From an optimization exercise on the open Yosys and OpenROAD flow, aimed at small area; shortcuts taken in it are not production practice. Function was checked by simulation only, so behaviour that the tests miss may differ from the original.

## run a
// main
module main
(input clk,
input start,
input[9:0] x,
output flag,
output [6:0] hex0, hex1, hex2, hex3);
==> flow/config.mk <==
export PLATFORM = sky130hd
export DESIGN_NAME = main
export DESIGN_NICKNAME = main
export VERILOG_FILES = /design/flow/design.v
export SDC_FILE = /design/flow/constraint.sdc
export NUM_CORES = 4
export LEC_CHECK = 0
export ABC_AREA = 1
export CAP_MARGIN = 20
export CORE_MARGIN = 2
export CORE_UTILIZATION = 40
export SLEW_MARGIN = 20
==> flow/constraint.sdc <==
create_clock -name core_clock -period 16.0 [get_ports {clk}]
set_input_delay 3.2000 -clock core_clock [delete_from_list [all_inputs] [get_ports {clk}]]
set_output_delay 3.2000 -clock core_clock [all_outputs]
set_load 0.01 [all_outputs]
standard.sh (not shown) runs the stock make flow with config.mk's settings and CLKGATE_MAP_FILE= SYNTH_SCRIPT=/design/flow/synth_recipe.tcl, a recipe that flattens the netlist after the stock synthesis.
==> flow/flow/run.sh <==
#!/bin/bash
# Standard layout with these changes:
#  - synthesis is the standard one except that ABC maps for area with amap
#    (flow/map.abc) and Yosys's full-adder extraction is skipped;
#  - then every combinational cell is set to its smallest drive strength
#    (the flow's own repair steps size up whatever needs it);
#  - the port buffers are buf_1;
#  - clock tree synthesis uses clkbuf_4 and adds no dummy loads.
# Each step's output goes to its own log file here.
set -euo pipefail
R=orfs/results/$FLOW_PLATFORM/main/base
bash flow/mksynth.sh . flow/map.abc synth_recipe.tcl > mksynth.log 2>&1
bash standard.sh SYNTH_SCRIPT=$PWD/my_synth_recipe.tcl ADDER_MAP_FILE= synth > synth.log 2>&1
cp $R/1_2_yosys.v 1_2_yosys.amap.v
python3 flow/downsize.py $FLOW_HOME/platforms/$FLOW_PLATFORM/lib/sky130_fd_sc_hd__tt_025C_1v80.lib \
    1_2_yosys.amap.v $R/1_2_yosys.v > downsize.log 2>&1
bash standard.sh 'BUFFER_PORTS_ARGS=-buffer_cell sky130_fd_sc_hd__buf_1' \
    'CTS_ARGS=-sink_clustering_enable -repair_clock_nets -buf_list sky130_fd_sc_hd__clkbuf_8 -root_buf sky130_fd_sc_hd__clkbuf_8 -dont_use_dummy_load -sink_clustering_size 50 -sink_clustering_max_diameter 2000 -sink_clustering_levels 1' \
    finish > layout.log 2>&1
Other scripts of this flow, unchanged in this note and not shown: flow/flow/downsize.py, flow/flow/map.abc, flow/flow/mksynth.sh
#### Input delta (run b over run a)
diff --git a/flow/flow/run.sh b/flow/flow/run.sh
--- a/flow/flow/run.sh
+++ b/flow/flow/run.sh
@@ -18 +18 @@
-    'CTS_ARGS=-sink_clustering_enable -repair_clock_nets -buf_list sky130_fd_sc_hd__clkbuf_8 -root_buf sky130_fd_sc_hd__clkbuf_8 -dont_use_dummy_load -sink_clustering_size 50 -sink_clustering_max_diameter 2000 -sink_clustering_levels 1' \
+    'CTS_ARGS=-repair_clock_nets -buf_list sky130_fd_sc_hd__clkbuf_4 -root_buf sky130_fd_sc_hd__clkbuf_4 -dont_use_dummy_load' \
Notes after the runs:
Looking at the reports, run b completed the entire flow and the layout it produced met the timing, DRC and antenna checks.
On wire length, run a tracks run b almost exactly.
Final setup slack of the worst path: run b < run a
Run b against run a: worst setup slack for register-to-register paths higher.
Changes observed in run b relative to run a: logic depth of the worst path, buffers included ~0 delta; floorplan row count ~0 delta.


run A:
main, a different RTL version from the one above (not shown whole).
For scale: roughly 330 cells after synthesis, roughly 41 I/O pins, about 1800 sq um of cells after synthesis.
export LEC_CHECK = 0
export ABC_AREA = 1
export CAP_MARGIN = 20
export CORE_MARGIN = 2
export CORE_UTILIZATION = 40
export CTS_BUF_LIST = sky130_fd_sc_hd__clkbuf_2
export CTS_CLUSTER_SIZE = 20
export SLEW_MARGIN = 20
create_clock -name core_clock -period 16.0 [get_ports {clk}]
==> flow/flow/run.sh <==
#!/bin/bash
# Standard layout with these changes:
#  - synthesis is the standard one except that ABC maps for area with amap
#    (flow/map.abc) and Yosys's full-adder extraction is skipped;
#  - then every combinational cell is set to its smallest drive strength
#    (the flow's own repair steps size up whatever needs it);
#  - the port buffers are buf_1.
set -euo pipefail
R=orfs/results/$FLOW_PLATFORM/main/base
bash flow/mksynth.sh . flow/map.abc synth_recipe.tcl > mksynth.log 2>&1
bash standard.sh SYNTH_SCRIPT=$PWD/my_synth_recipe.tcl ADDER_MAP_FILE= synth > synth.log 2>&1
cp $R/1_2_yosys.v 1_2_yosys.amap.v
python3 flow/downsize.py $FLOW_HOME/platforms/$FLOW_PLATFORM/lib/sky130_fd_sc_hd__tt_025C_1v80.lib \
    1_2_yosys.amap.v $R/1_2_yosys.v > downsize.log 2>&1
bash standard.sh 'BUFFER_PORTS_ARGS=-buffer_cell sky130_fd_sc_hd__buf_1' finish > layout.log 2>&1
Other scripts of this flow, unchanged in this note and not shown: flow/flow/downsize.py, flow/flow/map.abc, flow/flow/mksynth.sh
The following lists how run B was set up differently from run A:
diff --git a/flow/config.mk b/flow/config.mk
--- a/flow/config.mk
+++ b/flow/config.mk
@@ -11,4 +11,2 @@
 export CORE_UTILIZATION = 40
-export CTS_BUF_LIST = sky130_fd_sc_hd__clkbuf_2
-export CTS_CLUSTER_SIZE = 20
 export SLEW_MARGIN = 20
--- outcome ---
Run B ends up with lower total vias in the final route than run A does. Re number of DRC violations after detailed routing: no difference whatsoever between run A and run B. Run B against run A: wire length of the first global-routing pass barely changed, final critical-path share of the clock period dropped 0.68 points, total wire length after detailed routing dropped about 0.4%, area growth from synthesis to layout climbed 1.4 points, number of nets with antenna violations after routing barely changed.
The following lists how run C was set up differently from run B:
diff --git a/flow/config.mk b/flow/config.mk
--- a/flow/config.mk
+++ b/flow/config.mk
@@ -11,2 +11,4 @@
 export CORE_UTILIZATION = 40
+export CTS_BUF_LIST = sky130_fd_sc_hd__clkbuf_4
+export CTS_CLUSTER_SIZE = 20
 export SLEW_MARGIN = 20
Notes after the runs:
Re total number of cells along the worst setup path: no difference whatsoever between run C and run B. Run B and run C ended up with roughly the same non-clock buffer share of cell area. [compare] base=run B new=run C: remaining antenna violation count essentially unchanged, initial antenna violation count closely matched the old numbers. Area: run C vs run B -> run C smaller. Worst path setup slack after routing: lower on run C. Going from run B to run C, met3 capacity usage during global routing grows by 0.42 points. Delta(final clock period utilization by the worst path, run C - run B) > 0. Compared to run B, run C has routing usage on met2 0.31 points higher. Of run C and run B, it is run C that has the higher final hold slack.

## afterwards: timing with drivers on the ports
The results above use ideal ports. As a check the final layouts listed here were re-extracted and re-timed, cells and wires unchanged. Step 1, drivers: a clkbuf_16 drives clk and a buf_2 each remaining input, both assumed. Step 2 adds t to the input delays and takes it off the output delays; t is the mean of the earliest and latest rising clock arrival at the registers after step 1. Input paths then give back, and output paths get back, about the clock's delay inside the block. Three values: no drivers, after step 1, after step 2; two values: the first two.
run	t, ns	setup slack, ns	latest minus earliest clock arrival (ns)	slew at the worst register clock pin (ns)	cell pins on the clock port's net
run a of note 1	0.257	4.409 / 4.389 / 4.645	0.010 / 0.009	0.06 / 0.06	1
run b of note 1	0.284	4.296 / 4.279 / 4.563	0.012 / 0.012	0.08 / 0.08	1
run A of note 2	0.276	3.489 / 3.471 / 3.746	0.005 / 0.005	0.12 / 0.12	1
run B of note 2	0.263	3.598 / 3.578 / 3.840	0.001 / 0.001	0.05 / 0.05	1
run C of note 2	0.286	3.504 / 3.486 / 3.772	0.003 / 0.002	0.08 / 0.08	1
After both steps setup and hold are still met in every run listed.
